Source: an optimization exercise on an open RTL-to-GDS flow (aim: small area and a short achievable clock period). Production flows keep margins and buffers that such runs may drop. In this exercise RTL edits were held to simulation tests only and were not proved equivalent to the original.

==> design.v <==
module pipeline (
  input  CLK,
  input  [31:0]counter_in,
  input  [127:0]target_hash,
  input  reset,
  output reg found,
  output reg [31:0]found_word
);
function [31:0] bswap(input [31:0] x);
  bswap = {x[7:0], x[15:8], x[23:16], x[31:24]};
endfunction
function eqadd(input [31:0] a, input [31:0] b, input [31:0] k);
  reg [31:0] cy;
  begin
    cy = {(a[30:0] & b[30:0]) | ((a[30:0] | b[30:0]) & ~k[30:0]), 1'b0};
    eqadd = ((a ^ b ^ k) == cy);
  end
endfunction
reg  [4:0]  step;
reg  [1:0]  ph;
reg  [31:0] q0, q1, q2, q3, t21, er;
wire busy = (step != 5'd22);
always @(posedge CLK)
  if (reset) begin step <= 5'd0; ph <= 2'd0; end
  else if (busy) begin
    ph <= (ph == 2'd2) ? 2'd0 : ph + 2'd1;
    if (ph == 2'd2) step <= step + 5'd1;
  end
reg  [31:0] ex, kc;
reg  [2:0]  rs;
wire [31:0] s001;
add_bk u_s001 (.a(~q0), .b(q1), .s(s001));
wire [31:0] dif = ~s001;   
always @* begin
  case (step)
    5'd0: begin ex = bswap(target_hash[95:64]); kc = 32'h10325478; rs = 3'd0; end
    5'd1: begin ex = bswap(target_hash[63:32]); kc = 32'h67452303; rs = 3'd0; end
    5'd2: begin ex = bswap(target_hash[31:0]); kc = 32'hefcdab8b; rs = 3'd0; end
    5'd3: begin ex = bswap(target_hash[127:96]); kc = 32'h98badd00; rs = 3'd0; end
    5'd4: begin ex = dif; kc = 32'h14792c70; rs = 3'd4; end
    5'd5: begin ex = dif; kc = 32'hd5282d46; rs = 3'd3; end
    5'd6: begin ex = dif; kc = 32'h42c50dcc; rs = 3'd2; end
    5'd7: begin ex = dif; kc = 32'h08ac817f; rs = 3'd1; end
    5'd8: begin ex = dif; kc = 32'hb1f7ee60; rs = 3'd4; end
    5'd9: begin ex = dif; kc = 32'h5cfebced; rs = 3'd3; end
    5'd10: begin ex = dif; kc = 32'h01d31921; rs = 3'd2; end
    5'd11: begin ex = dif; kc = 32'h905781b2; rs = 3'd1; end
    5'd12: begin ex = dif; kc = 32'h7a7ba1b0; rs = 3'd4; end
    5'd13: begin ex = dif; kc = 32'h00100b84; rs = 3'd3; end
    5'd14: begin ex = dif; kc = 32'h70f3336f; rs = 3'd2; end
    5'd15: begin ex = dif; kc = 32'h9aa4a63e; rs = 3'd1; end
    5'd16: begin ex = dif; kc = 32'h036c5fc8; rs = 3'd4; end
    5'd17: begin ex = dif; kc = 32'h546bdc3a; rs = 3'd3; end
    5'd18: begin ex = dif; kc = 32'hbcd5006a; rs = 3'd2; end
    5'd19: begin ex = dif; kc = 32'h0bd6ddbd; rs = 3'd1; end
    5'd20: begin ex = dif; kc = 32'h3b53a99c; rs = 3'd5; end
    5'd21: begin ex = dif; kc = 32'he05d8309; rs = 3'd6; end
    default: begin ex = dif; kc = 32'h0; rs = 3'd0; end
  endcase
end
reg  [31:0] rot;
always @*
  case (rs)
    3'd0: rot = er;
    3'd1: rot = {er[5:0], er[31:6]};
    3'd2: rot = {er[9:0], er[31:10]};
    3'd3: rot = {er[14:0], er[31:15]};
    3'd4: rot = {er[20:0], er[31:21]};
    3'd5: rot = {er[22:0], er[31:23]};
    3'd6: rot = {er[15:0], er[31:16]};
    default: rot = er;
  endcase
always @(posedge CLK)
  if (busy & (ph == 2'd0)) er <= ex;
  else if (busy & (ph == 2'd1)) er <= rot;
wire usef = (step >= 5'd4) && (step < 5'd20);
wire [31:0] nf = usef ? ~(q2 ^ (q1 | ~q3)) : 32'hffffffff;
wire [31:0] cs_s = er ^ nf ^ kc;
wire [31:0] cs_c = {(er[30:0] & nf[30:0]) | (er[30:0] & kc[30:0]) | (nf[30:0] & kc[30:0]), 1'b0};
wire [31:0] s002;
add_bk u_s002 (.a(cs_s), .b(cs_c), .s(s002));
always @(posedge CLK)
  if (busy & (ph == 2'd2)) begin
    q0 <= q1; q1 <= q2; q2 <= q3; q3 <= s002;
  end
always @(posedge CLK)
  if ((step == 5'd21) & (ph == 2'd0)) t21 <= q0 ^ q1;
reg  [31:0] w_in;
always @(posedge CLK) w_in <= counter_in;
wire [31:0] s003;
add_sk u_s003 (.a(bswap(w_in)), .b(32'hd76aa477), .s(s003));
wire [31:0] x_00 = s003;
wire [31:0] s004;
add_sk u_s004 (.a(32'hefcdab89), .b({x_00[24:0], x_00[31:25]}), .s(s004));
reg  [31:0] b_00;
always @(posedge CLK) b_00 <= s004;
reg  [31:0] w_01;
always @(posedge CLK) w_01 <= w_in;
wire [31:0] f_01 = ((b_00 & 32'hefcdab89) | (~b_00 & 32'h98badcfe));
wire [31:0] s005;
add_sk u_s005 (.a(f_01), .b(32'hf8fa0c4c), .s(s005));
wire [31:0] x_01 = s005;
wire [31:0] s006;
add_sk u_s006 (.a(b_00), .b({x_01[19:0], x_01[31:20]}), .s(s006));
reg  [31:0] b_01;
always @(posedge CLK) b_01 <= s006;
reg  [31:0] c_01;
always @(posedge CLK) c_01 <= b_00;
reg  [31:0] w_02;
always @(posedge CLK) w_02 <= w_01;
wire [31:0] f_02 = ((b_01 & c_01) | (~b_01 & 32'hefcdab89));
wire [31:0] s007;
add_sk u_s007 (.a(f_02), .b(32'hbcdb4dd9), .s(s007));
wire [31:0] x_02 = s007;
wire [31:0] s008;
add_sk u_s008 (.a(b_01), .b({x_02[14:0], x_02[31:15]}), .s(s008));
reg  [31:0] b_02;
always @(posedge CLK) b_02 <= s008;
reg  [31:0] c_02;
always @(posedge CLK) c_02 <= b_01;
reg  [31:0] d_02;
always @(posedge CLK) d_02 <= c_01;
reg  [31:0] w_03;
always @(posedge CLK) w_03 <= w_02;
wire [31:0] f_03 = ((b_02 & c_02) | (~b_02 & d_02));
wire [31:0] s009;
add_sk u_s009 (.a(f_03), .b(32'hb18b7a77), .s(s009));
wire [31:0] x_03 = s009;
wire [31:0] s010;
add_sk u_s010 (.a(b_02), .b({x_03[9:0], x_03[31:10]}), .s(s010));
reg  [31:0] b_03;
always @(posedge CLK) b_03 <= s010;
wire [31:0] s011;
add_bk u_s011 (.a(d_02), .b(32'hf57c0faf), .s(s011));
reg  [31:0] ap_03;
always @(posedge CLK) ap_03 <= s011;
reg  [31:0] c_03;
always @(posedge CLK) c_03 <= b_02;
reg  [31:0] d_03;
always @(posedge CLK) d_03 <= c_02;
reg  [31:0] w_04;
always @(posedge CLK) w_04 <= w_03;
wire [31:0] f_04 = ((b_03 & c_03) | (~b_03 & d_03));
wire [31:0] s012;
add_sk u_s012 (.a(ap_03), .b(f_04), .s(s012));
wire [31:0] x_04 = s012;
wire [31:0] s013;
add_sk u_s013 (.a(b_03), .b({x_04[24:0], x_04[31:25]}), .s(s013));
reg  [31:0] b_04;
always @(posedge CLK) b_04 <= s013;
wire [31:0] s014;
add_bk u_s014 (.a(d_03), .b(32'h4787c62a), .s(s014));
reg  [31:0] ap_04;
always @(posedge CLK) ap_04 <= s014;
reg  [31:0] c_04;
always @(posedge CLK) c_04 <= b_03;
reg  [31:0] d_04;
always @(posedge CLK) d_04 <= c_03;
reg  [31:0] w_05;
always @(posedge CLK) w_05 <= w_04;
wire [31:0] f_05 = ((b_04 & c_04) | (~b_04 & d_04));
wire [31:0] s015;
add_sk u_s015 (.a(ap_04), .b(f_05), .s(s015));
wire [31:0] x_05 = s015;
wire [31:0] s016;
add_sk u_s016 (.a(b_04), .b({x_05[19:0], x_05[31:20]}), .s(s016));
reg  [31:0] b_05;
always @(posedge CLK) b_05 <= s016;
wire [31:0] s017;
add_bk u_s017 (.a(d_04), .b(32'ha8304613), .s(s017));
reg  [31:0] ap_05;
always @(posedge CLK) ap_05 <= s017;
reg  [31:0] c_05;
always @(posedge CLK) c_05 <= b_04;
reg  [31:0] d_05;
always @(posedge CLK) d_05 <= c_04;
reg  [31:0] w_06;
always @(posedge CLK) w_06 <= w_05;
wire [31:0] f_06 = ((b_05 & c_05) | (~b_05 & d_05));
wire [31:0] s018;
add_sk u_s018 (.a(ap_05), .b(f_06), .s(s018));
wire [31:0] x_06 = s018;
wire [31:0] s019;
add_sk u_s019 (.a(b_05), .b({x_06[14:0], x_06[31:15]}), .s(s019));
reg  [31:0] b_06;
always @(posedge CLK) b_06 <= s019;
wire [31:0] s020;
add_bk u_s020 (.a(d_05), .b(32'hfd469501), .s(s020));
reg  [31:0] ap_06;
always @(posedge CLK) ap_06 <= s020;
reg  [31:0] c_06;
always @(posedge CLK) c_06 <= b_05;
reg  [31:0] d_06;
always @(posedge CLK) d_06 <= c_05;
reg  [31:0] w_07;
always @(posedge CLK) w_07 <= w_06;
wire [31:0] f_07 = ((b_06 & c_06) | (~b_06 & d_06));
wire [31:0] s021;
add_sk u_s021 (.a(ap_06), .b(f_07), .s(s021));
wire [31:0] x_07 = s021;
wire [31:0] s022;
add_sk u_s022 (.a(b_06), .b({x_07[9:0], x_07[31:10]}), .s(s022));
reg  [31:0] b_07;
always @(posedge CLK) b_07 <= s022;
wire [31:0] s023;
add_bk u_s023 (.a(d_06), .b(32'h698098d8), .s(s023));
reg  [31:0] ap_07;
always @(posedge CLK) ap_07 <= s023;
reg  [31:0] c_07;
always @(posedge CLK) c_07 <= b_06;
reg  [31:0] d_07;
always @(posedge CLK) d_07 <= c_06;
reg  [31:0] w_08;
always @(posedge CLK) w_08 <= w_07;
wire [31:0] f_08 = ((b_07 & c_07) | (~b_07 & d_07));
wire [31:0] s024;
add_sk u_s024 (.a(ap_07), .b(f_08), .s(s024));
wire [31:0] x_08 = s024;
wire [31:0] s025;
add_sk u_s025 (.a(b_07), .b({x_08[24:0], x_08[31:25]}), .s(s025));
reg  [31:0] b_08;
always @(posedge CLK) b_08 <= s025;
wire [31:0] s026;
add_bk u_s026 (.a(d_07), .b(32'h8b44f7af), .s(s026));
reg  [31:0] ap_08;
always @(posedge CLK) ap_08 <= s026;
reg  [31:0] c_08;
always @(posedge CLK) c_08 <= b_07;
reg  [31:0] d_08;
always @(posedge CLK) d_08 <= c_07;
reg  [31:0] w_09;
always @(posedge CLK) w_09 <= w_08;
wire [31:0] f_09 = ((b_08 & c_08) | (~b_08 & d_08));
wire [31:0] s027;
add_sk u_s027 (.a(ap_08), .b(f_09), .s(s027));
wire [31:0] x_09 = s027;
wire [31:0] s028;
add_sk u_s028 (.a(b_08), .b({x_09[19:0], x_09[31:20]}), .s(s028));
reg  [31:0] b_09;
always @(posedge CLK) b_09 <= s028;
wire [31:0] s029;
add_bk u_s029 (.a(d_08), .b(32'hffff5bb1), .s(s029));
reg  [31:0] ap_09;
always @(posedge CLK) ap_09 <= s029;
reg  [31:0] c_09;
always @(posedge CLK) c_09 <= b_08;
reg  [31:0] d_09;
always @(posedge CLK) d_09 <= c_08;
reg  [31:0] w_10;
always @(posedge CLK) w_10 <= w_09;
wire [31:0] f_10 = ((b_09 & c_09) | (~b_09 & d_09));
wire [31:0] s030;
add_sk u_s030 (.a(ap_09), .b(f_10), .s(s030));
wire [31:0] x_10 = s030;
wire [31:0] s031;
add_sk u_s031 (.a(b_09), .b({x_10[14:0], x_10[31:15]}), .s(s031));
reg  [31:0] b_10;
always @(posedge CLK) b_10 <= s031;
wire [31:0] s032;
add_bk u_s032 (.a(d_09), .b(32'h895cd7be), .s(s032));
reg  [31:0] ap_10;
always @(posedge CLK) ap_10 <= s032;
reg  [31:0] c_10;
always @(posedge CLK) c_10 <= b_09;
reg  [31:0] d_10;
always @(posedge CLK) d_10 <= c_09;
reg  [31:0] w_11;
always @(posedge CLK) w_11 <= w_10;
wire [31:0] f_11 = ((b_10 & c_10) | (~b_10 & d_10));
wire [31:0] s033;
add_sk u_s033 (.a(ap_10), .b(f_11), .s(s033));
wire [31:0] x_11 = s033;
wire [31:0] s034;
add_sk u_s034 (.a(b_10), .b({x_11[9:0], x_11[31:10]}), .s(s034));
reg  [31:0] b_11;
always @(posedge CLK) b_11 <= s034;
wire [31:0] s035;
add_bk u_s035 (.a(d_10), .b(32'h6b901122), .s(s035));
reg  [31:0] ap_11;
always @(posedge CLK) ap_11 <= s035;
reg  [31:0] c_11;
always @(posedge CLK) c_11 <= b_10;
reg  [31:0] d_11;
always @(posedge CLK) d_11 <= c_10;
reg  [31:0] w_12;
always @(posedge CLK) w_12 <= w_11;
wire [31:0] f_12 = ((b_11 & c_11) | (~b_11 & d_11));
wire [31:0] s036;
add_sk u_s036 (.a(ap_11), .b(f_12), .s(s036));
wire [31:0] x_12 = s036;
wire [31:0] s037;
add_sk u_s037 (.a(b_11), .b({x_12[24:0], x_12[31:25]}), .s(s037));
reg  [31:0] b_12;
always @(posedge CLK) b_12 <= s037;
wire [31:0] s038;
add_bk u_s038 (.a(d_11), .b(32'hfd987193), .s(s038));
reg  [31:0] ap_12;
always @(posedge CLK) ap_12 <= s038;
reg  [31:0] c_12;
always @(posedge CLK) c_12 <= b_11;
reg  [31:0] d_12;
always @(posedge CLK) d_12 <= c_11;
reg  [31:0] w_13;
always @(posedge CLK) w_13 <= w_12;
wire [31:0] f_13 = ((b_12 & c_12) | (~b_12 & d_12));
wire [31:0] s039;
add_sk u_s039 (.a(ap_12), .b(f_13), .s(s039));
wire [31:0] x_13 = s039;
wire [31:0] s040;
add_sk u_s040 (.a(b_12), .b({x_13[19:0], x_13[31:20]}), .s(s040));
reg  [31:0] b_13;
always @(posedge CLK) b_13 <= s040;
wire [31:0] s041;
add_bk u_s041 (.a(d_12), .b(32'ha67943ae), .s(s041));
reg  [31:0] ap_13;
always @(posedge CLK) ap_13 <= s041;
reg  [31:0] c_13;
always @(posedge CLK) c_13 <= b_12;
reg  [31:0] d_13;
always @(posedge CLK) d_13 <= c_12;
reg  [31:0] w_14;
always @(posedge CLK) w_14 <= w_13;
wire [31:0] f_14 = ((b_13 & c_13) | (~b_13 & d_13));
wire [31:0] s042;
add_sk u_s042 (.a(ap_13), .b(f_14), .s(s042));
wire [31:0] x_14 = s042;
wire [31:0] s043;
add_sk u_s043 (.a(b_13), .b({x_14[14:0], x_14[31:15]}), .s(s043));
reg  [31:0] b_14;
always @(posedge CLK) b_14 <= s043;
wire [31:0] s044;
add_bk u_s044 (.a(d_13), .b(32'h49b40821), .s(s044));
reg  [31:0] ap_14;
always @(posedge CLK) ap_14 <= s044;
reg  [31:0] c_14;
always @(posedge CLK) c_14 <= b_13;
reg  [31:0] d_14;
always @(posedge CLK) d_14 <= c_13;
reg  [31:0] w_15;
always @(posedge CLK) w_15 <= w_14;
wire [31:0] f_15 = ((b_14 & c_14) | (~b_14 & d_14));
wire [31:0] s045;
add_sk u_s045 (.a(ap_14), .b(f_15), .s(s045));
wire [31:0] x_15 = s045;
wire [31:0] s046;
add_sk u_s046 (.a(b_14), .b({x_15[9:0], x_15[31:10]}), .s(s046));
reg  [31:0] b_15;
always @(posedge CLK) b_15 <= s046;
wire [31:0] s047;
add_bk u_s047 (.a(d_14), .b(32'hf61e25e2), .s(s047));
reg  [31:0] ap_15;
always @(posedge CLK) ap_15 <= s047;
reg  [31:0] c_15;
always @(posedge CLK) c_15 <= b_14;
reg  [31:0] d_15;
always @(posedge CLK) d_15 <= c_14;
reg  [31:0] w_16;
always @(posedge CLK) w_16 <= w_15;
wire [31:0] f_16 = ((d_15 & b_15) | (c_15 & ~d_15));
wire [31:0] s048;
add_sk u_s048 (.a(ap_15), .b(f_16), .s(s048));
wire [31:0] x_16 = s048;
wire [31:0] s049;
add_sk u_s049 (.a(b_15), .b({x_16[26:0], x_16[31:27]}), .s(s049));
reg  [31:0] b_16;
always @(posedge CLK) b_16 <= s049;
wire [31:0] s050;
add_bk u_s050 (.a(d_15), .b(32'hc040b340), .s(s050));
reg  [31:0] ap_16;
always @(posedge CLK) ap_16 <= s050;
reg  [31:0] c_16;
always @(posedge CLK) c_16 <= b_15;
reg  [31:0] d_16;
always @(posedge CLK) d_16 <= c_15;
reg  [31:0] w_17;
always @(posedge CLK) w_17 <= w_16;
wire [31:0] f_17 = ((d_16 & b_16) | (c_16 & ~d_16));
wire [31:0] s051;
add_sk u_s051 (.a(ap_16), .b(f_17), .s(s051));
wire [31:0] x_17 = s051;
wire [31:0] s052;
add_sk u_s052 (.a(b_16), .b({x_17[22:0], x_17[31:23]}), .s(s052));
reg  [31:0] b_17;
always @(posedge CLK) b_17 <= s052;
wire [31:0] s053;
add_bk u_s053 (.a(d_16), .b(32'h265e5a51), .s(s053));
reg  [31:0] ap_17;
always @(posedge CLK) ap_17 <= s053;
reg  [31:0] c_17;
always @(posedge CLK) c_17 <= b_16;
reg  [31:0] d_17;
always @(posedge CLK) d_17 <= c_16;
reg  [31:0] w_18;
always @(posedge CLK) w_18 <= w_17;
wire [31:0] f_18 = ((d_17 & b_17) | (c_17 & ~d_17));
wire [31:0] s054;
add_sk u_s054 (.a(ap_17), .b(f_18), .s(s054));
wire [31:0] x_18 = s054;
wire [31:0] s055;
add_sk u_s055 (.a(b_17), .b({x_18[17:0], x_18[31:18]}), .s(s055));
reg  [31:0] b_18;
always @(posedge CLK) b_18 <= s055;
wire [31:0] s056;
add_bk u_s056 (.a(d_17), .b(32'he9b6c7aa), .s(s056));
wire [31:0] s057;
add_sk u_s057 (.a(s056), .b(bswap(w_18)), .s(s057));
reg  [31:0] ap_18;
always @(posedge CLK) ap_18 <= s057;
reg  [31:0] c_18;
always @(posedge CLK) c_18 <= b_17;
reg  [31:0] d_18;
always @(posedge CLK) d_18 <= c_17;
reg  [31:0] w_19;
always @(posedge CLK) w_19 <= w_18;
wire [31:0] f_19 = ((d_18 & b_18) | (c_18 & ~d_18));
wire [31:0] s058;
add_sk u_s058 (.a(ap_18), .b(f_19), .s(s058));
wire [31:0] x_19 = s058;
wire [31:0] s059;
add_sk u_s059 (.a(b_18), .b({x_19[11:0], x_19[31:12]}), .s(s059));
reg  [31:0] b_19;
always @(posedge CLK) b_19 <= s059;
wire [31:0] s060;
add_bk u_s060 (.a(d_18), .b(32'hd62f105d), .s(s060));
reg  [31:0] ap_19;
always @(posedge CLK) ap_19 <= s060;
reg  [31:0] c_19;
always @(posedge CLK) c_19 <= b_18;
reg  [31:0] d_19;
always @(posedge CLK) d_19 <= c_18;
reg  [31:0] w_20;
always @(posedge CLK) w_20 <= w_19;
wire [31:0] f_20 = ((d_19 & b_19) | (c_19 & ~d_19));
wire [31:0] s061;
add_sk u_s061 (.a(ap_19), .b(f_20), .s(s061));
wire [31:0] x_20 = s061;
wire [31:0] s062;
add_sk u_s062 (.a(b_19), .b({x_20[26:0], x_20[31:27]}), .s(s062));
reg  [31:0] b_20;
always @(posedge CLK) b_20 <= s062;
wire [31:0] s063;
add_bk u_s063 (.a(d_19), .b(32'h02441453), .s(s063));
reg  [31:0] ap_20;
always @(posedge CLK) ap_20 <= s063;
reg  [31:0] c_20;
always @(posedge CLK) c_20 <= b_19;
reg  [31:0] d_20;
always @(posedge CLK) d_20 <= c_19;
reg  [31:0] w_21;
always @(posedge CLK) w_21 <= w_20;
wire [31:0] f_21 = ((d_20 & b_20) | (c_20 & ~d_20));
wire [31:0] s064;
add_sk u_s064 (.a(ap_20), .b(f_21), .s(s064));
wire [31:0] x_21 = s064;
wire [31:0] s065;
add_sk u_s065 (.a(b_20), .b({x_21[22:0], x_21[31:23]}), .s(s065));
reg  [31:0] b_21;
always @(posedge CLK) b_21 <= s065;
wire [31:0] s066;
add_bk u_s066 (.a(d_20), .b(32'hd8a1e681), .s(s066));
reg  [31:0] ap_21;
always @(posedge CLK) ap_21 <= s066;
reg  [31:0] c_21;
always @(posedge CLK) c_21 <= b_20;
reg  [31:0] d_21;
always @(posedge CLK) d_21 <= c_20;
reg  [31:0] w_22;
always @(posedge CLK) w_22 <= w_21;
wire [31:0] f_22 = ((d_21 & b_21) | (c_21 & ~d_21));
wire [31:0] s067;
add_sk u_s067 (.a(ap_21), .b(f_22), .s(s067));
wire [31:0] x_22 = s067;
wire [31:0] s068;
add_sk u_s068 (.a(b_21), .b({x_22[17:0], x_22[31:18]}), .s(s068));
reg  [31:0] b_22;
always @(posedge CLK) b_22 <= s068;
wire [31:0] s069;
add_bk u_s069 (.a(d_21), .b(32'he7d3fbc8), .s(s069));
reg  [31:0] ap_22;
always @(posedge CLK) ap_22 <= s069;
reg  [31:0] c_22;
always @(posedge CLK) c_22 <= b_21;
reg  [31:0] d_22;
always @(posedge CLK) d_22 <= c_21;
reg  [31:0] w_23;
always @(posedge CLK) w_23 <= w_22;
wire [31:0] f_23 = ((d_22 & b_22) | (c_22 & ~d_22));
wire [31:0] s070;
add_sk u_s070 (.a(ap_22), .b(f_23), .s(s070));
wire [31:0] x_23 = s070;
wire [31:0] s071;
add_sk u_s071 (.a(b_22), .b({x_23[11:0], x_23[31:12]}), .s(s071));
reg  [31:0] b_23;
always @(posedge CLK) b_23 <= s071;
wire [31:0] s072;
add_bk u_s072 (.a(d_22), .b(32'h21e1cde6), .s(s072));
reg  [31:0] ap_23;
always @(posedge CLK) ap_23 <= s072;
reg  [31:0] c_23;
always @(posedge CLK) c_23 <= b_22;
reg  [31:0] d_23;
always @(posedge CLK) d_23 <= c_22;
reg  [31:0] w_24;
always @(posedge CLK) w_24 <= w_23;
wire [31:0] f_24 = ((d_23 & b_23) | (c_23 & ~d_23));
wire [31:0] s073;
add_sk u_s073 (.a(ap_23), .b(f_24), .s(s073));
wire [31:0] x_24 = s073;
wire [31:0] s074;
add_sk u_s074 (.a(b_23), .b({x_24[26:0], x_24[31:27]}), .s(s074));
reg  [31:0] b_24;
always @(posedge CLK) b_24 <= s074;
wire [31:0] s075;
add_bk u_s075 (.a(d_23), .b(32'hc33707f6), .s(s075));
reg  [31:0] ap_24;
always @(posedge CLK) ap_24 <= s075;
reg  [31:0] c_24;
always @(posedge CLK) c_24 <= b_23;
reg  [31:0] d_24;
always @(posedge CLK) d_24 <= c_23;
reg  [31:0] w_25;
always @(posedge CLK) w_25 <= w_24;
wire [31:0] f_25 = ((d_24 & b_24) | (c_24 & ~d_24));
wire [31:0] s076;
add_sk u_s076 (.a(ap_24), .b(f_25), .s(s076));
wire [31:0] x_25 = s076;
wire [31:0] s077;
add_sk u_s077 (.a(b_24), .b({x_25[22:0], x_25[31:23]}), .s(s077));
reg  [31:0] b_25;
always @(posedge CLK) b_25 <= s077;
wire [31:0] s078;
add_bk u_s078 (.a(d_24), .b(32'hf4d50d87), .s(s078));
reg  [31:0] ap_25;
always @(posedge CLK) ap_25 <= s078;
reg  [31:0] c_25;
always @(posedge CLK) c_25 <= b_24;
reg  [31:0] d_25;
always @(posedge CLK) d_25 <= c_24;
reg  [31:0] w_26;
always @(posedge CLK) w_26 <= w_25;
wire [31:0] f_26 = ((d_25 & b_25) | (c_25 & ~d_25));
wire [31:0] s079;
add_sk u_s079 (.a(ap_25), .b(f_26), .s(s079));
wire [31:0] x_26 = s079;
wire [31:0] s080;
add_sk u_s080 (.a(b_25), .b({x_26[17:0], x_26[31:18]}), .s(s080));
reg  [31:0] b_26;
always @(posedge CLK) b_26 <= s080;
wire [31:0] s081;
add_bk u_s081 (.a(d_25), .b(32'h455a14ed), .s(s081));
reg  [31:0] ap_26;
always @(posedge CLK) ap_26 <= s081;
reg  [31:0] c_26;
always @(posedge CLK) c_26 <= b_25;
reg  [31:0] d_26;
always @(posedge CLK) d_26 <= c_25;
reg  [31:0] w_27;
always @(posedge CLK) w_27 <= w_26;
wire [31:0] f_27 = ((d_26 & b_26) | (c_26 & ~d_26));
wire [31:0] s082;
add_sk u_s082 (.a(ap_26), .b(f_27), .s(s082));
wire [31:0] x_27 = s082;
wire [31:0] s083;
add_sk u_s083 (.a(b_26), .b({x_27[11:0], x_27[31:12]}), .s(s083));
reg  [31:0] b_27;
always @(posedge CLK) b_27 <= s083;
wire [31:0] s084;
add_bk u_s084 (.a(d_26), .b(32'ha9e3e905), .s(s084));
reg  [31:0] ap_27;
always @(posedge CLK) ap_27 <= s084;
reg  [31:0] c_27;
always @(posedge CLK) c_27 <= b_26;
reg  [31:0] d_27;
always @(posedge CLK) d_27 <= c_26;
reg  [31:0] w_28;
always @(posedge CLK) w_28 <= w_27;
wire [31:0] f_28 = ((d_27 & b_27) | (c_27 & ~d_27));
wire [31:0] s085;
add_sk u_s085 (.a(ap_27), .b(f_28), .s(s085));
wire [31:0] x_28 = s085;
wire [31:0] s086;
add_sk u_s086 (.a(b_27), .b({x_28[26:0], x_28[31:27]}), .s(s086));
reg  [31:0] b_28;
always @(posedge CLK) b_28 <= s086;
wire [31:0] s087;
add_bk u_s087 (.a(d_27), .b(32'hfcefa3f8), .s(s087));
reg  [31:0] ap_28;
always @(posedge CLK) ap_28 <= s087;
reg  [31:0] c_28;
always @(posedge CLK) c_28 <= b_27;
reg  [31:0] d_28;
always @(posedge CLK) d_28 <= c_27;
reg  [31:0] w_29;
always @(posedge CLK) w_29 <= w_28;
wire [31:0] f_29 = ((d_28 & b_28) | (c_28 & ~d_28));
wire [31:0] s088;
add_sk u_s088 (.a(ap_28), .b(f_29), .s(s088));
wire [31:0] x_29 = s088;
wire [31:0] s089;
add_sk u_s089 (.a(b_28), .b({x_29[22:0], x_29[31:23]}), .s(s089));
reg  [31:0] b_29;
always @(posedge CLK) b_29 <= s089;
wire [31:0] s090;
add_bk u_s090 (.a(d_28), .b(32'h676f02d9), .s(s090));
reg  [31:0] ap_29;
always @(posedge CLK) ap_29 <= s090;
reg  [31:0] c_29;
always @(posedge CLK) c_29 <= b_28;
reg  [31:0] d_29;
always @(posedge CLK) d_29 <= c_28;
reg  [31:0] w_30;
always @(posedge CLK) w_30 <= w_29;
wire [31:0] f_30 = ((d_29 & b_29) | (c_29 & ~d_29));
wire [31:0] s091;
add_sk u_s091 (.a(ap_29), .b(f_30), .s(s091));
wire [31:0] x_30 = s091;
wire [31:0] s092;
add_sk u_s092 (.a(b_29), .b({x_30[17:0], x_30[31:18]}), .s(s092));
reg  [31:0] b_30;
always @(posedge CLK) b_30 <= s092;
wire [31:0] s093;
add_bk u_s093 (.a(d_29), .b(32'h8d2a4c8a), .s(s093));
reg  [31:0] ap_30;
always @(posedge CLK) ap_30 <= s093;
reg  [31:0] c_30;
always @(posedge CLK) c_30 <= b_29;
reg  [31:0] d_30;
always @(posedge CLK) d_30 <= c_29;
reg  [31:0] w_31;
always @(posedge CLK) w_31 <= w_30;
wire [31:0] f_31 = ((d_30 & b_30) | (c_30 & ~d_30));
wire [31:0] s094;
add_sk u_s094 (.a(ap_30), .b(f_31), .s(s094));
wire [31:0] x_31 = s094;
wire [31:0] s095;
add_sk u_s095 (.a(b_30), .b({x_31[11:0], x_31[31:12]}), .s(s095));
reg  [31:0] b_31;
always @(posedge CLK) b_31 <= s095;
wire [31:0] s096;
add_bk u_s096 (.a(d_30), .b(32'hfffa3942), .s(s096));
reg  [31:0] ap_31;
always @(posedge CLK) ap_31 <= s096;
reg  [31:0] c_31;
always @(posedge CLK) c_31 <= b_30;
reg  [31:0] d_31;
always @(posedge CLK) d_31 <= c_30;
reg  [31:0] w_32;
always @(posedge CLK) w_32 <= w_31;
wire [31:0] f_32 = (b_31 ^ c_31 ^ d_31);
wire [31:0] s097;
add_sk u_s097 (.a(ap_31), .b(f_32), .s(s097));
wire [31:0] x_32 = s097;
wire [31:0] s098;
add_sk u_s098 (.a(b_31), .b({x_32[27:0], x_32[31:28]}), .s(s098));
reg  [31:0] b_32;
always @(posedge CLK) b_32 <= s098;
wire [31:0] s099;
add_bk u_s099 (.a(d_31), .b(32'h8771f681), .s(s099));
reg  [31:0] ap_32;
always @(posedge CLK) ap_32 <= s099;
reg  [31:0] c_32;
always @(posedge CLK) c_32 <= b_31;
reg  [31:0] d_32;
always @(posedge CLK) d_32 <= c_31;
reg  [31:0] w_33;
always @(posedge CLK) w_33 <= w_32;
wire [31:0] f_33 = (b_32 ^ c_32 ^ d_32);
wire [31:0] s100;
add_sk u_s100 (.a(ap_32), .b(f_33), .s(s100));
wire [31:0] x_33 = s100;
wire [31:0] s101;
add_sk u_s101 (.a(b_32), .b({x_33[20:0], x_33[31:21]}), .s(s101));
reg  [31:0] b_33;
always @(posedge CLK) b_33 <= s101;
wire [31:0] s102;
add_bk u_s102 (.a(d_32), .b(32'h6d9d6122), .s(s102));
reg  [31:0] ap_33;
always @(posedge CLK) ap_33 <= s102;
reg  [31:0] c_33;
always @(posedge CLK) c_33 <= b_32;
reg  [31:0] d_33;
always @(posedge CLK) d_33 <= c_32;
reg  [31:0] w_34;
always @(posedge CLK) w_34 <= w_33;
wire [31:0] f_34 = (b_33 ^ c_33 ^ d_33);
wire [31:0] s103;
add_sk u_s103 (.a(ap_33), .b(f_34), .s(s103));
wire [31:0] x_34 = s103;
wire [31:0] s104;
add_sk u_s104 (.a(b_33), .b({x_34[15:0], x_34[31:16]}), .s(s104));
reg  [31:0] b_34;
always @(posedge CLK) b_34 <= s104;
wire [31:0] s105;
add_bk u_s105 (.a(d_33), .b(32'hfde5382c), .s(s105));
reg  [31:0] ap_34;
always @(posedge CLK) ap_34 <= s105;
reg  [31:0] c_34;
always @(posedge CLK) c_34 <= b_33;
reg  [31:0] d_34;
always @(posedge CLK) d_34 <= c_33;
reg  [31:0] w_35;
always @(posedge CLK) w_35 <= w_34;
wire [31:0] f_35 = (b_34 ^ c_34 ^ d_34);
wire [31:0] s106;
add_sk u_s106 (.a(ap_34), .b(f_35), .s(s106));
wire [31:0] x_35 = s106;
wire [31:0] s107;
add_sk u_s107 (.a(b_34), .b({x_35[8:0], x_35[31:9]}), .s(s107));
reg  [31:0] b_35;
always @(posedge CLK) b_35 <= s107;
wire [31:0] s108;
add_bk u_s108 (.a(d_34), .b(32'ha4beeac4), .s(s108));
reg  [31:0] ap_35;
always @(posedge CLK) ap_35 <= s108;
reg  [31:0] c_35;
always @(posedge CLK) c_35 <= b_34;
reg  [31:0] d_35;
always @(posedge CLK) d_35 <= c_34;
reg  [31:0] w_36;
always @(posedge CLK) w_36 <= w_35;
wire [31:0] f_36 = (b_35 ^ c_35 ^ d_35);
wire [31:0] s109;
add_sk u_s109 (.a(ap_35), .b(f_36), .s(s109));
wire [31:0] x_36 = s109;
wire [31:0] s110;
add_sk u_s110 (.a(b_35), .b({x_36[27:0], x_36[31:28]}), .s(s110));
reg  [31:0] b_36;
always @(posedge CLK) b_36 <= s110;
wire [31:0] s111;
add_bk u_s111 (.a(d_35), .b(32'h4bdecfa9), .s(s111));
reg  [31:0] ap_36;
always @(posedge CLK) ap_36 <= s111;
reg  [31:0] c_36;
always @(posedge CLK) c_36 <= b_35;
reg  [31:0] d_36;
always @(posedge CLK) d_36 <= c_35;
reg  [31:0] w_37;
always @(posedge CLK) w_37 <= w_36;
wire [31:0] f_37 = (b_36 ^ c_36 ^ d_36);
wire [31:0] s112;
add_sk u_s112 (.a(ap_36), .b(f_37), .s(s112));
wire [31:0] x_37 = s112;
wire [31:0] s113;
add_sk u_s113 (.a(b_36), .b({x_37[20:0], x_37[31:21]}), .s(s113));
reg  [31:0] b_37;
always @(posedge CLK) b_37 <= s113;
wire [31:0] s114;
add_bk u_s114 (.a(d_36), .b(32'hf6bb4b60), .s(s114));
reg  [31:0] ap_37;
always @(posedge CLK) ap_37 <= s114;
reg  [31:0] c_37;
always @(posedge CLK) c_37 <= b_36;
reg  [31:0] d_37;
always @(posedge CLK) d_37 <= c_36;
reg  [31:0] w_38;
always @(posedge CLK) w_38 <= w_37;
wire [31:0] f_38 = (b_37 ^ c_37 ^ d_37);
wire [31:0] s115;
add_sk u_s115 (.a(ap_37), .b(f_38), .s(s115));
wire [31:0] x_38 = s115;
wire [31:0] s116;
add_sk u_s116 (.a(b_37), .b({x_38[15:0], x_38[31:16]}), .s(s116));
reg  [31:0] b_38;
always @(posedge CLK) b_38 <= s116;
wire [31:0] s117;
add_bk u_s117 (.a(d_37), .b(32'hbebfbc70), .s(s117));
reg  [31:0] ap_38;
always @(posedge CLK) ap_38 <= s117;
reg  [31:0] c_38;
always @(posedge CLK) c_38 <= b_37;
reg  [31:0] d_38;
always @(posedge CLK) d_38 <= c_37;
reg  [31:0] w_39;
always @(posedge CLK) w_39 <= w_38;
wire [31:0] f_39 = (b_38 ^ c_38 ^ d_38);
wire [31:0] s118;
add_sk u_s118 (.a(ap_38), .b(f_39), .s(s118));
wire [31:0] x_39 = s118;
wire [31:0] s119;
add_sk u_s119 (.a(b_38), .b({x_39[8:0], x_39[31:9]}), .s(s119));
reg  [31:0] b_39;
always @(posedge CLK) b_39 <= s119;
wire [31:0] s120;
add_bk u_s120 (.a(d_38), .b(32'h289b7ec6), .s(s120));
reg  [31:0] ap_39;
always @(posedge CLK) ap_39 <= s120;
reg  [31:0] c_39;
always @(posedge CLK) c_39 <= b_38;
reg  [31:0] d_39;
always @(posedge CLK) d_39 <= c_38;
reg  [31:0] w_40;
always @(posedge CLK) w_40 <= w_39;
wire [31:0] f_40 = (b_39 ^ c_39 ^ d_39);
wire [31:0] s121;
add_sk u_s121 (.a(ap_39), .b(f_40), .s(s121));
wire [31:0] x_40 = s121;
wire [31:0] s122;
add_sk u_s122 (.a(b_39), .b({x_40[27:0], x_40[31:28]}), .s(s122));
reg  [31:0] b_40;
always @(posedge CLK) b_40 <= s122;
wire [31:0] s123;
add_bk u_s123 (.a(d_39), .b(32'heaa127fa), .s(s123));
wire [31:0] s124;
add_sk u_s124 (.a(s123), .b(bswap(w_40)), .s(s124));
reg  [31:0] ap_40;
always @(posedge CLK) ap_40 <= s124;
reg  [31:0] c_40;
always @(posedge CLK) c_40 <= b_39;
reg  [31:0] d_40;
always @(posedge CLK) d_40 <= c_39;
reg  [31:0] w_41;
always @(posedge CLK) w_41 <= w_40;
wire [31:0] f_41 = (b_40 ^ c_40 ^ d_40);
wire [31:0] s125;
add_sk u_s125 (.a(ap_40), .b(f_41), .s(s125));
wire [31:0] x_41 = s125;
wire [31:0] s126;
add_sk u_s126 (.a(b_40), .b({x_41[20:0], x_41[31:21]}), .s(s126));
reg  [31:0] b_41;
always @(posedge CLK) b_41 <= s126;
wire [31:0] s127;
add_bk u_s127 (.a(d_40), .b(32'hd4ef3085), .s(s127));
reg  [31:0] ap_41;
always @(posedge CLK) ap_41 <= s127;
reg  [31:0] c_41;
always @(posedge CLK) c_41 <= b_40;
reg  [31:0] d_41;
always @(posedge CLK) d_41 <= c_40;
reg  [31:0] w_42;
always @(posedge CLK) w_42 <= w_41;
wire [31:0] f_42 = (b_41 ^ c_41 ^ d_41);
wire [31:0] s128;
add_sk u_s128 (.a(ap_41), .b(f_42), .s(s128));
wire [31:0] x_42 = s128;
wire [31:0] s129;
add_sk u_s129 (.a(b_41), .b({x_42[15:0], x_42[31:16]}), .s(s129));
reg  [31:0] b_42;
always @(posedge CLK) b_42 <= s129;
wire [31:0] s130;
add_bk u_s130 (.a(d_41), .b(32'h04881d05), .s(s130));
reg  [31:0] ap_42;
always @(posedge CLK) ap_42 <= s130;
reg  [31:0] c_42;
always @(posedge CLK) c_42 <= b_41;
reg  [31:0] d_42;
always @(posedge CLK) d_42 <= c_41;
reg  [31:0] w_43;
always @(posedge CLK) w_43 <= w_42;
wire [31:0] f_43 = (b_42 ^ c_42 ^ d_42);
wire [31:0] s131;
add_sk u_s131 (.a(ap_42), .b(f_43), .s(s131));
wire [31:0] x_43 = s131;
wire [31:0] s132;
add_sk u_s132 (.a(b_42), .b({x_43[8:0], x_43[31:9]}), .s(s132));
reg  [31:0] b_43;
always @(posedge CLK) b_43 <= s132;
wire [31:0] s133;
add_bk u_s133 (.a(d_42), .b(32'hd9d4d039), .s(s133));
reg  [31:0] ap_43;
always @(posedge CLK) ap_43 <= s133;
reg  [31:0] c_43;
always @(posedge CLK) c_43 <= b_42;
reg  [31:0] d_43;
always @(posedge CLK) d_43 <= c_42;
reg  [31:0] w_44;
always @(posedge CLK) w_44 <= w_43;
wire [31:0] f_44 = (b_43 ^ c_43 ^ d_43);
wire [31:0] s134;
add_sk u_s134 (.a(ap_43), .b(f_44), .s(s134));
wire [31:0] x_44 = s134;
wire [31:0] s135;
add_sk u_s135 (.a(b_43), .b({x_44[27:0], x_44[31:28]}), .s(s135));
reg  [31:0] b_44;
always @(posedge CLK) b_44 <= s135;
wire [31:0] s136;
add_bk u_s136 (.a(d_43), .b(32'he6db99e5), .s(s136));
reg  [31:0] ap_44;
always @(posedge CLK) ap_44 <= s136;
reg  [31:0] c_44;
always @(posedge CLK) c_44 <= b_43;
reg  [31:0] d_44;
always @(posedge CLK) d_44 <= c_43;
reg  [31:0] w_45;
always @(posedge CLK) w_45 <= w_44;
wire [31:0] f_45 = b_44 ^ c_44 ^ d_44;
wire [31:0] s137;
add_sk u_s137 (.a(ap_44), .b(f_45), .s(s137));
always @(posedge CLK) found <= eqadd(b_44, {s137[20:0], s137[31:21]}, q0) & eqadd(d_44, q0 ^ b_44 ^ c_44, q3) & eqadd(c_44, t21 ^ b_44, q2) & eqadd(b_44, bswap(w_45), q1);
always @(posedge CLK) found_word <= w_45;
endmodule
module add_bk (input [31:0] a, input [31:0] b, output [31:0] s);
  wire [31:0] g0 = a & b;
  wire [31:0] p0 = a ^ b;
  wire g_0 = g0[1] | (p0[1] & g0[0]);
  wire g_1 = g0[3] | (p0[3] & g0[2]);
  wire p_1 = p0[3] & p0[2];
  wire g_2 = g0[5] | (p0[5] & g0[4]);
  wire p_2 = p0[5] & p0[4];
  wire g_3 = g0[7] | (p0[7] & g0[6]);
  wire p_3 = p0[7] & p0[6];
  wire g_4 = g0[9] | (p0[9] & g0[8]);
  wire p_4 = p0[9] & p0[8];
  wire g_5 = g0[11] | (p0[11] & g0[10]);
  wire p_5 = p0[11] & p0[10];
  wire g_6 = g0[13] | (p0[13] & g0[12]);
  wire p_6 = p0[13] & p0[12];
  wire g_7 = g0[15] | (p0[15] & g0[14]);
  wire p_7 = p0[15] & p0[14];
  wire g_8 = g0[17] | (p0[17] & g0[16]);
  wire p_8 = p0[17] & p0[16];
  wire g_9 = g0[19] | (p0[19] & g0[18]);
  wire p_9 = p0[19] & p0[18];
  wire g_10 = g0[21] | (p0[21] & g0[20]);
  wire p_10 = p0[21] & p0[20];
  wire g_11 = g0[23] | (p0[23] & g0[22]);
  wire p_11 = p0[23] & p0[22];
  wire g_12 = g0[25] | (p0[25] & g0[24]);
  wire p_12 = p0[25] & p0[24];
  wire g_13 = g0[27] | (p0[27] & g0[26]);
  wire p_13 = p0[27] & p0[26];
  wire g_14 = g0[29] | (p0[29] & g0[28]);
  wire p_14 = p0[29] & p0[28];
  wire g_15 = g0[31] | (p0[31] & g0[30]);
  wire p_15 = p0[31] & p0[30];
  wire g_16 = g_1 | (p_1 & g_0);
  wire g_17 = g_3 | (p_3 & g_2);
  wire p_17 = p_3 & p_2;
  wire g_18 = g_5 | (p_5 & g_4);
  wire p_18 = p_5 & p_4;
  wire g_19 = g_7 | (p_7 & g_6);
  wire p_19 = p_7 & p_6;
  wire g_20 = g_9 | (p_9 & g_8);
  wire p_20 = p_9 & p_8;
  wire g_21 = g_11 | (p_11 & g_10);
  wire p_21 = p_11 & p_10;
  wire g_22 = g_13 | (p_13 & g_12);
  wire p_22 = p_13 & p_12;
  wire g_23 = g_15 | (p_15 & g_14);
  wire p_23 = p_15 & p_14;
  wire g_24 = g_17 | (p_17 & g_16);
  wire g_25 = g_19 | (p_19 & g_18);
  wire p_25 = p_19 & p_18;
  wire g_26 = g_21 | (p_21 & g_20);
  wire p_26 = p_21 & p_20;
  wire g_27 = g_23 | (p_23 & g_22);
  wire p_27 = p_23 & p_22;
  wire g_28 = g_25 | (p_25 & g_24);
  wire g_29 = g_27 | (p_27 & g_26);
  wire p_29 = p_27 & p_26;
  wire g_30 = g_29 | (p_29 & g_28);
  wire g_31 = g_26 | (p_26 & g_28);
  wire g_32 = g_18 | (p_18 & g_24);
  wire g_33 = g_20 | (p_20 & g_28);
  wire g_34 = g_22 | (p_22 & g_31);
  wire g_35 = g_2 | (p_2 & g_16);
  wire g_36 = g_4 | (p_4 & g_24);
  wire g_37 = g_6 | (p_6 & g_32);
  wire g_38 = g_8 | (p_8 & g_28);
  wire g_39 = g_10 | (p_10 & g_33);
  wire g_40 = g_12 | (p_12 & g_31);
  wire g_41 = g_14 | (p_14 & g_34);
  wire g_42 = g0[2] | (p0[2] & g_0);
  wire g_43 = g0[4] | (p0[4] & g_16);
  wire g_44 = g0[6] | (p0[6] & g_35);
  wire g_45 = g0[8] | (p0[8] & g_24);
  wire g_46 = g0[10] | (p0[10] & g_36);
  wire g_47 = g0[12] | (p0[12] & g_32);
  wire g_48 = g0[14] | (p0[14] & g_37);
  wire g_49 = g0[16] | (p0[16] & g_28);
  wire g_50 = g0[18] | (p0[18] & g_38);
  wire g_51 = g0[20] | (p0[20] & g_33);
  wire g_52 = g0[22] | (p0[22] & g_39);
  wire g_53 = g0[24] | (p0[24] & g_31);
  wire g_54 = g0[26] | (p0[26] & g_40);
  wire g_55 = g0[28] | (p0[28] & g_34);
  wire g_56 = g0[30] | (p0[30] & g_41);
  wire [31:0] c;
  assign c[0] = 1'b0;
  assign c[1] = g0[0];
  assign c[2] = g_0;
  assign c[3] = g_42;
  assign c[4] = g_16;
  assign c[5] = g_43;
  assign c[6] = g_35;
  assign c[7] = g_44;
  assign c[8] = g_24;
  assign c[9] = g_45;
  assign c[10] = g_36;
  assign c[11] = g_46;
  assign c[12] = g_32;
  assign c[13] = g_47;
  assign c[14] = g_37;
  assign c[15] = g_48;
  assign c[16] = g_28;
  assign c[17] = g_49;
  assign c[18] = g_38;
  assign c[19] = g_50;
  assign c[20] = g_33;
  assign c[21] = g_51;
  assign c[22] = g_39;
  assign c[23] = g_52;
  assign c[24] = g_31;
  assign c[25] = g_53;
  assign c[26] = g_40;
  assign c[27] = g_54;
  assign c[28] = g_34;
  assign c[29] = g_55;
  assign c[30] = g_41;
  assign c[31] = g_56;
  assign s = p0 ^ c;
endmodule
module add_sk (input [31:0] a, input [31:0] b, output [31:0] s);
  wire [31:0] g0 = a & b;
  wire [31:0] p0 = a ^ b;
  wire g_0 = g0[1] | (p0[1] & g0[0]);
  wire g_1 = g0[3] | (p0[3] & g0[2]);
  wire p_1 = p0[3] & p0[2];
  wire g_2 = g0[5] | (p0[5] & g0[4]);
  wire p_2 = p0[5] & p0[4];
  wire g_3 = g0[7] | (p0[7] & g0[6]);
  wire p_3 = p0[7] & p0[6];
  wire g_4 = g0[9] | (p0[9] & g0[8]);
  wire p_4 = p0[9] & p0[8];
  wire g_5 = g0[11] | (p0[11] & g0[10]);
  wire p_5 = p0[11] & p0[10];
  wire g_6 = g0[13] | (p0[13] & g0[12]);
  wire p_6 = p0[13] & p0[12];
  wire g_7 = g0[15] | (p0[15] & g0[14]);
  wire p_7 = p0[15] & p0[14];
  wire g_8 = g0[17] | (p0[17] & g0[16]);
  wire p_8 = p0[17] & p0[16];
  wire g_9 = g0[19] | (p0[19] & g0[18]);
  wire p_9 = p0[19] & p0[18];
  wire g_10 = g0[21] | (p0[21] & g0[20]);
  wire p_10 = p0[21] & p0[20];
  wire g_11 = g0[23] | (p0[23] & g0[22]);
  wire p_11 = p0[23] & p0[22];
  wire g_12 = g0[25] | (p0[25] & g0[24]);
  wire p_12 = p0[25] & p0[24];
  wire g_13 = g0[27] | (p0[27] & g0[26]);
  wire p_13 = p0[27] & p0[26];
  wire g_14 = g0[29] | (p0[29] & g0[28]);
  wire p_14 = p0[29] & p0[28];
  wire g_15 = g0[31] | (p0[31] & g0[30]);
  wire p_15 = p0[31] & p0[30];
  wire g_16 = g0[2] | (p0[2] & g_0);
  wire g_17 = g_1 | (p_1 & g_0);
  wire g_18 = g0[6] | (p0[6] & g_2);
  wire p_18 = p0[6] & p_2;
  wire g_19 = g_3 | (p_3 & g_2);
  wire p_19 = p_3 & p_2;
  wire g_20 = g0[10] | (p0[10] & g_4);
  wire p_20 = p0[10] & p_4;
  wire g_21 = g_5 | (p_5 & g_4);
  wire p_21 = p_5 & p_4;
  wire g_22 = g0[14] | (p0[14] & g_6);
  wire p_22 = p0[14] & p_6;
  wire g_23 = g_7 | (p_7 & g_6);
  wire p_23 = p_7 & p_6;
  wire g_24 = g0[18] | (p0[18] & g_8);
  wire p_24 = p0[18] & p_8;
  wire g_25 = g_9 | (p_9 & g_8);
  wire p_25 = p_9 & p_8;
  wire g_26 = g0[22] | (p0[22] & g_10);
  wire p_26 = p0[22] & p_10;
  wire g_27 = g_11 | (p_11 & g_10);
  wire p_27 = p_11 & p_10;
  wire g_28 = g0[26] | (p0[26] & g_12);
  wire p_28 = p0[26] & p_12;
  wire g_29 = g_13 | (p_13 & g_12);
  wire p_29 = p_13 & p_12;
  wire g_30 = g0[30] | (p0[30] & g_14);
  wire p_30 = p0[30] & p_14;
  wire g_31 = g_15 | (p_15 & g_14);
  wire p_31 = p_15 & p_14;
  wire g_32 = g0[4] | (p0[4] & g_17);
  wire g_33 = g_2 | (p_2 & g_17);
  wire g_34 = g_18 | (p_18 & g_17);
  wire g_35 = g_19 | (p_19 & g_17);
  wire g_36 = g0[12] | (p0[12] & g_21);
  wire p_36 = p0[12] & p_21;
  wire g_37 = g_6 | (p_6 & g_21);
  wire p_37 = p_6 & p_21;
  wire g_38 = g_22 | (p_22 & g_21);
  wire p_38 = p_22 & p_21;
  wire g_39 = g_23 | (p_23 & g_21);
  wire p_39 = p_23 & p_21;
  wire g_40 = g0[20] | (p0[20] & g_25);
  wire p_40 = p0[20] & p_25;
  wire g_41 = g_10 | (p_10 & g_25);
  wire p_41 = p_10 & p_25;
  wire g_42 = g_26 | (p_26 & g_25);
  wire p_42 = p_26 & p_25;
  wire g_43 = g_27 | (p_27 & g_25);
  wire p_43 = p_27 & p_25;
  wire g_44 = g0[28] | (p0[28] & g_29);
  wire p_44 = p0[28] & p_29;
  wire g_45 = g_14 | (p_14 & g_29);
  wire p_45 = p_14 & p_29;
  wire g_46 = g_30 | (p_30 & g_29);
  wire p_46 = p_30 & p_29;
  wire g_47 = g_31 | (p_31 & g_29);
  wire p_47 = p_31 & p_29;
  wire g_48 = g0[8] | (p0[8] & g_35);
  wire g_49 = g_4 | (p_4 & g_35);
  wire g_50 = g_20 | (p_20 & g_35);
  wire g_51 = g_21 | (p_21 & g_35);
  wire g_52 = g_36 | (p_36 & g_35);
  wire g_53 = g_37 | (p_37 & g_35);
  wire g_54 = g_38 | (p_38 & g_35);
  wire g_55 = g_39 | (p_39 & g_35);
  wire g_56 = g0[24] | (p0[24] & g_43);
  wire p_56 = p0[24] & p_43;
  wire g_57 = g_12 | (p_12 & g_43);
  wire p_57 = p_12 & p_43;
  wire g_58 = g_28 | (p_28 & g_43);
  wire p_58 = p_28 & p_43;
  wire g_59 = g_29 | (p_29 & g_43);
  wire p_59 = p_29 & p_43;
  wire g_60 = g_44 | (p_44 & g_43);
  wire p_60 = p_44 & p_43;
  wire g_61 = g_45 | (p_45 & g_43);
  wire p_61 = p_45 & p_43;
  wire g_62 = g_46 | (p_46 & g_43);
  wire p_62 = p_46 & p_43;
  wire g_63 = g_47 | (p_47 & g_43);
  wire p_63 = p_47 & p_43;
  wire g_64 = g0[16] | (p0[16] & g_55);
  wire g_65 = g_8 | (p_8 & g_55);
  wire g_66 = g_24 | (p_24 & g_55);
  wire g_67 = g_25 | (p_25 & g_55);
  wire g_68 = g_40 | (p_40 & g_55);
  wire g_69 = g_41 | (p_41 & g_55);
  wire g_70 = g_42 | (p_42 & g_55);
  wire g_71 = g_43 | (p_43 & g_55);
  wire g_72 = g_56 | (p_56 & g_55);
  wire g_73 = g_57 | (p_57 & g_55);
  wire g_74 = g_58 | (p_58 & g_55);
  wire g_75 = g_59 | (p_59 & g_55);
  wire g_76 = g_60 | (p_60 & g_55);
  wire g_77 = g_61 | (p_61 & g_55);
  wire g_78 = g_62 | (p_62 & g_55);
  wire g_79 = g_63 | (p_63 & g_55);
  wire [31:0] c;
  assign c[0] = 1'b0;
  assign c[1] = g0[0];
  assign c[2] = g_0;
  assign c[3] = g_16;
  assign c[4] = g_17;
  assign c[5] = g_32;
  assign c[6] = g_33;
  assign c[7] = g_34;
  assign c[8] = g_35;
  assign c[9] = g_48;
  assign c[10] = g_49;
  assign c[11] = g_50;
  assign c[12] = g_51;
  assign c[13] = g_52;
  assign c[14] = g_53;
  assign c[15] = g_54;
  assign c[16] = g_55;
  assign c[17] = g_64;
  assign c[18] = g_65;
  assign c[19] = g_66;
  assign c[20] = g_67;
  assign c[21] = g_68;
  assign c[22] = g_69;
  assign c[23] = g_70;
  assign c[24] = g_71;
  assign c[25] = g_72;
  assign c[26] = g_73;
  assign c[27] = g_74;
  assign c[28] = g_75;
  assign c[29] = g_76;
  assign c[30] = g_77;
  assign c[31] = g_78;
  assign s = p0 ^ c;
endmodule
==> flow/run.sh <==
#!/bin/bash
# Layout flow: the standard ORFS flow, with Yosys's full/half-adder
# extraction turned off (the RTL already spells out its adders as prefix
# networks), larger clock-tree sink clusters without dummy loads, and more
# antenna-repair rounds after detailed routing.
set -euo pipefail
bash standard.sh ADDER_MAP_FILE= MAX_REPAIR_ANTENNAS_ITER_DRT=10 ENABLE_RESISTANCE_AWARE=1 \
  "CTS_ARGS=-sink_clustering_enable -repair_clock_nets -dont_use_dummy_load -sink_clustering_size 20 -sink_clustering_max_diameter 70" \
  finish > standard.log 2>&1
==> standard.sh <==
#!/bin/bash
# synth_recipe.tcl (not shown) runs the flow's synth.tcl, then flattens the netlist and writes it again
# the make line also repeats each setting of config.mk as NAME=value (left out here)
make -C /OpenROAD-flow-scripts/flow DESIGN_CONFIG=/design/flow/config.mk WORK_HOME=/design/flow/orfs CLKGATE_MAP_FILE= SYNTH_SCRIPT=/design/flow/synth_recipe.tcl "${@:-finish}"
==> config.mk <==
export PLATFORM = sky130hd
export DESIGN_NAME = pipeline
export DESIGN_NICKNAME = pipeline
export VERILOG_FILES = /design/flow/design.v
export SDC_FILE = /design/flow/constraint.sdc
export NUM_CORES = 8
export LEC_CHECK = 0
export ABC_AREA = 1
export CAP_MARGIN = 20
export CORE_MARGIN = 2
export CORE_UTILIZATION = 55
export PLACE_DENSITY = 0.68
export SETUP_SLACK_MARGIN = 3.7
export SLEW_MARGIN = 20
==> constraint.sdc <==
create_clock -name core_clock -period 7.5 [get_ports {CLK}]
set_input_delay 1.5000 -clock core_clock [delete_from_list [all_inputs] [get_ports {CLK}]]
set_output_delay 1.5000 -clock core_clock [all_outputs]
set_load 0.01 [all_outputs]
==> results.txt <==
## timing repair
item                                   in CTS  in global routing
buffers inserted                           10                240
endpoints found under the hold margin       0                  0
hold buffers                                0                  0
pin swaps                                  11                196
gates resized for setup                   327               1990
cloned                                      1                 25
setup endpoints to repair                 684               1212
## worst max-delay path, stage by stage (launching register included)
cell,delay (ns)
dfxtp_2,0.50
inv_1,0.12
nand2_1,0.10
nand2_1,0.07
xor2_1,0.15
xor2_1,0.15
nor2_1,0.26
nand4_1,0.30
nor2_2,0.27
nand2_1,0.09
nor2_2,0.17
nand2_2,0.10
nor2_4,0.14
nand3_4,0.09
nor2_2,0.10
nand3_1,0.09
nor2_1,0.13
nand4_1,0.33
nor2_2,0.27
nand4_1,0.11
nor2_1,0.14
## cell usage in the layout, fill, tap and decap left out, types with 71 or more instances in the layout
master,count
inv_1,7437
nor2_2,304
o21ai_0,1211
a21o_1,251
dfxtp_2,561
nor3_1,278
a21oi_2,142
nand2_2,613
nand3b_1,464
o22ai_1,71
nand3_2,126
nand4_1,158
a21boi_0,293
dfxtp_1,6458
or2_1,215
a31oi_1,85
xor2_1,1702
edfxtp_1,192
nand2_4,144
nand2_1,19233
clkdlybuf4s50_1,186
nand3_1,3974
diode_2,239
xor2_2,104
nor2_1,3981
o211ai_1,88
buf_4,253
o21a_1,75
o21ai_2,129
nor2_4,73
clkbuf_16,546
xnor2_1,736
inv_2,151
o21ai_1,314
a21oi_1,1283
or2_2,761
## cells by family after synthesis
group | after synthesis | share of synthesized area
DFF | 7272 | 0.4178
and+or+nand+nor | 30577 | 0.3621
muxes | 40 | 0.001141
AOI/OAI and AO/OA | 4288 | 0.06975
buffers and inverters | 7769 | 0.08435
xor gates and xnor gates | 2591 | 0.06472
adders and majority gates | 4 | 0.0001169
## per-layer routing
layer,routed length [µm],global-route usage,share of wire
met5,256,0.0003654,0.00019
met4,149100,0.3594,0.11
met3,95770,0.05947,0.073
met2,610400,0.6536,0.46
met1,464200,0.4118,0.35
## metrics by stage
| stage | hold WS (ns) | area [µm²] |
|---|---|---|
| 3_5_place_dp | 0.3121 | 364800 |
| 4_1_cts | 0.2837 | 379700 |
| 6_report | 0.2989 | 388600 |
| 5_1_grt | 0.2795 | 388500 |
| 3_3_place_gp | 0.3096 | 364800 |
| 2_1_floorplan | 0.3096 | 353100 |
## how the worst max path moves through the flow
stage	to	slack, ns	start
after detailed placement	found$_DFF_P_	2.87	b_44[25]$_DFF_P_
after global placement	found$_DFF_P_	2.87	b_44[25]$_DFF_P_
after global routing	b_00[22]$_DFF_P_	3.55	w_in[26]$_DFF_P_
final	found$_DFF_P_	3.70	b_44[18]$_DFF_P_
after CTS	found$_DFF_P_	3.51	b_44[6]$_DFF_P_
after floorplan	er[0]$_DFFE_PP_	3.83	step[3]$_SDFFE_PP0P_
## final cells by class
type,count,area share
diodes,239,0.001539
repair buffers,484,0.01150
repair inverters,2,0.00004185
flip-flops and latches,7272,0.3819
multi-input cells,37524,0.4687
inverters,7601,0.07352
well taps,8584,0.02764
clock buffers,546,0.03516
==> results.txt <==
* Place WS at about 2.9 ns
* Reg2reg end: found$_DFF_P_
* Number of I/O port buffers at around 190
* Area of the die at 648,400 µm²
* DRC violation count after routing at 0
* Synth Instances at between 50k and 60k
* Ys Warns at 1
* Reg2reg setup slack at 3.70 ns
* Top post-synthesis cells by area: dfxtp_1, nand2_1, inv_1, nand3_1, xor2_1
* Width of the die at 805.2 µm
* CTS sink cnt at 7,272
* Number of instances on the worst hold path at 0
* Data required time at the worst endpoint at 8.53 ns
* Unrepaired setup endpoints after global routing: true
* Start of the worst register-to-register path: b_44[18]$_DFF_P_
* Fmax achieved at 263.3 MHz
* DIE HEIGHT at 805.2 µm
* CTS tree: done
* Multi-input logic area at 182,100 µm²
* Routed via count divided by cell count at between 5 and 6
* Maximum buffer depth of the clock tree at 4
* I/O pin count at about 200
* Fraction of synthesized cell area taken by the top area cell type at 0.4014
* CTS Root Buffer Type: clkbuf_16
* Number of DRC markers in iteration 0 at 31.70k
* R2r worst-path depth at 20
* Routed len/inst at 21.20 µm
* Top cells by instance count after synthesis: nand2_1, inv_1, dfxtp_1
* Critical Path End Type: register
* Total count of max-transition violations in the final report at 0
* Headroom to the max-slew limit at 0.1377
* Most instantiated library cell after synthesis: nand2_1
* Beginning of the worst hold path: w_05[7]$_DFF_P_
* Sink of the worst hold path: w_06[7]$_DFF_P_
* Latest clock arrival within the worst-skew pair at around 1.2 ns
* Number of antenna violations at the first check in global routing at 126
* Post-Syn Area at approximately 350,000 µm²
* Number of enable flip-flop cells after synthesis at 192
* Core area at between 600,000 and 700,000 µm²
* Vias in the first global route at 306.6k
* Worst Hold Class: reg2reg
* Maximum level of the CTS H-tree at 6
* Startpoint types: register
* Total Routing Usage GR at 0.3854
* Yosys top cell by area: dfxtp_1
* Starting Density at 0.5513
* Row cnt at ~290
* Final setup violation count at 0
* Final std cells w/o fill at just over 60k
* Synthesized Nets at 52.70k
* Total placed cells including tap cells at 61.19k
* Via count of the routed design at approximately 330k
* WP data arrival at 4.83 ns
* Clock skew after layout at 0.1031 ns
* Max-cap violations at 0
* Overall overflow remaining after global route at 0
* Post-CTS clock slew at the launch and capture registers of the worst setup and hold paths at roughly 0.080 ns
* Global-route wire length before repair at around 1,900,000 µm
* Total clock buffers created by CTS at around 550
* Status: complete, no violations
* Post-Route Setup TNS at 0 ns
* Weighted congestion at the end of routability-driven global placement at about 1.1
* Final net count at 53.59k
* Share of async-settable or async-resettable flops after synthesis at 0
* Setup ws final at 3.703 ns
* Length of the first detailed-routing pass in iterations at 13
* Sequential area share after synthesis at 0.4178
* DRT antenna net count at 0
* Flip-flop and latch area at approximately 150,000 µm²
* Final hold viol count at 0
* Fill cell count at 58.99k
* Worst Tran Pin Value at around 1.3 ns
* Share of final-layout standard cells stronger than drive strength 1 at 0.08042
* Pin count of the biggest net entering global routing at 64
* Maximum fanout along the worst path at 5
* Flip-flop and latch count after synthesis at between 7k and 8k
* Cell variety after synth at 87
* Top_reg_cell synth: dfxtp_1
* Syn_area_per_cell at 6.720 µm²
* Final cycle utilization of the critical path at 0.5063
* Detailed placement HPWL at ~1,100,000 µm
* Total routed wirelength at 1,320,000 µm
* Min cycle time layout at 3.797 ns
* CP Class: reg2reg
* Final core occ at 0.6068
* Synth-to-layout area growth at 10.07%

re-timing with driven ports:
Ports are ideal in the flow. The routed layout listed here was re-timed in OpenROAD. Step 1 assumes that a clkbuf_16 drives the clock port and a buf_2 every other input. Step 2 moves the port delays by t, midway between the first and last clock arrival at a register: inputs arrive t later, outputs are due t later. That takes back most of the time a late clock gives input paths. Slacks: ideal ports / drivers / drivers and shift; pairs: ideal ports / drivers.
shift t [ns]: 1.276
setup slack, ns: 3.703 / 3.611 / 3.435
worst setup path after step 2: input to register
worst data-port slew with drivers (ns): 0.56
After both steps setup and hold are still met in this run. The setup slack of this run moves by -0.092 ns with the drivers and by -0.268 ns with both steps.
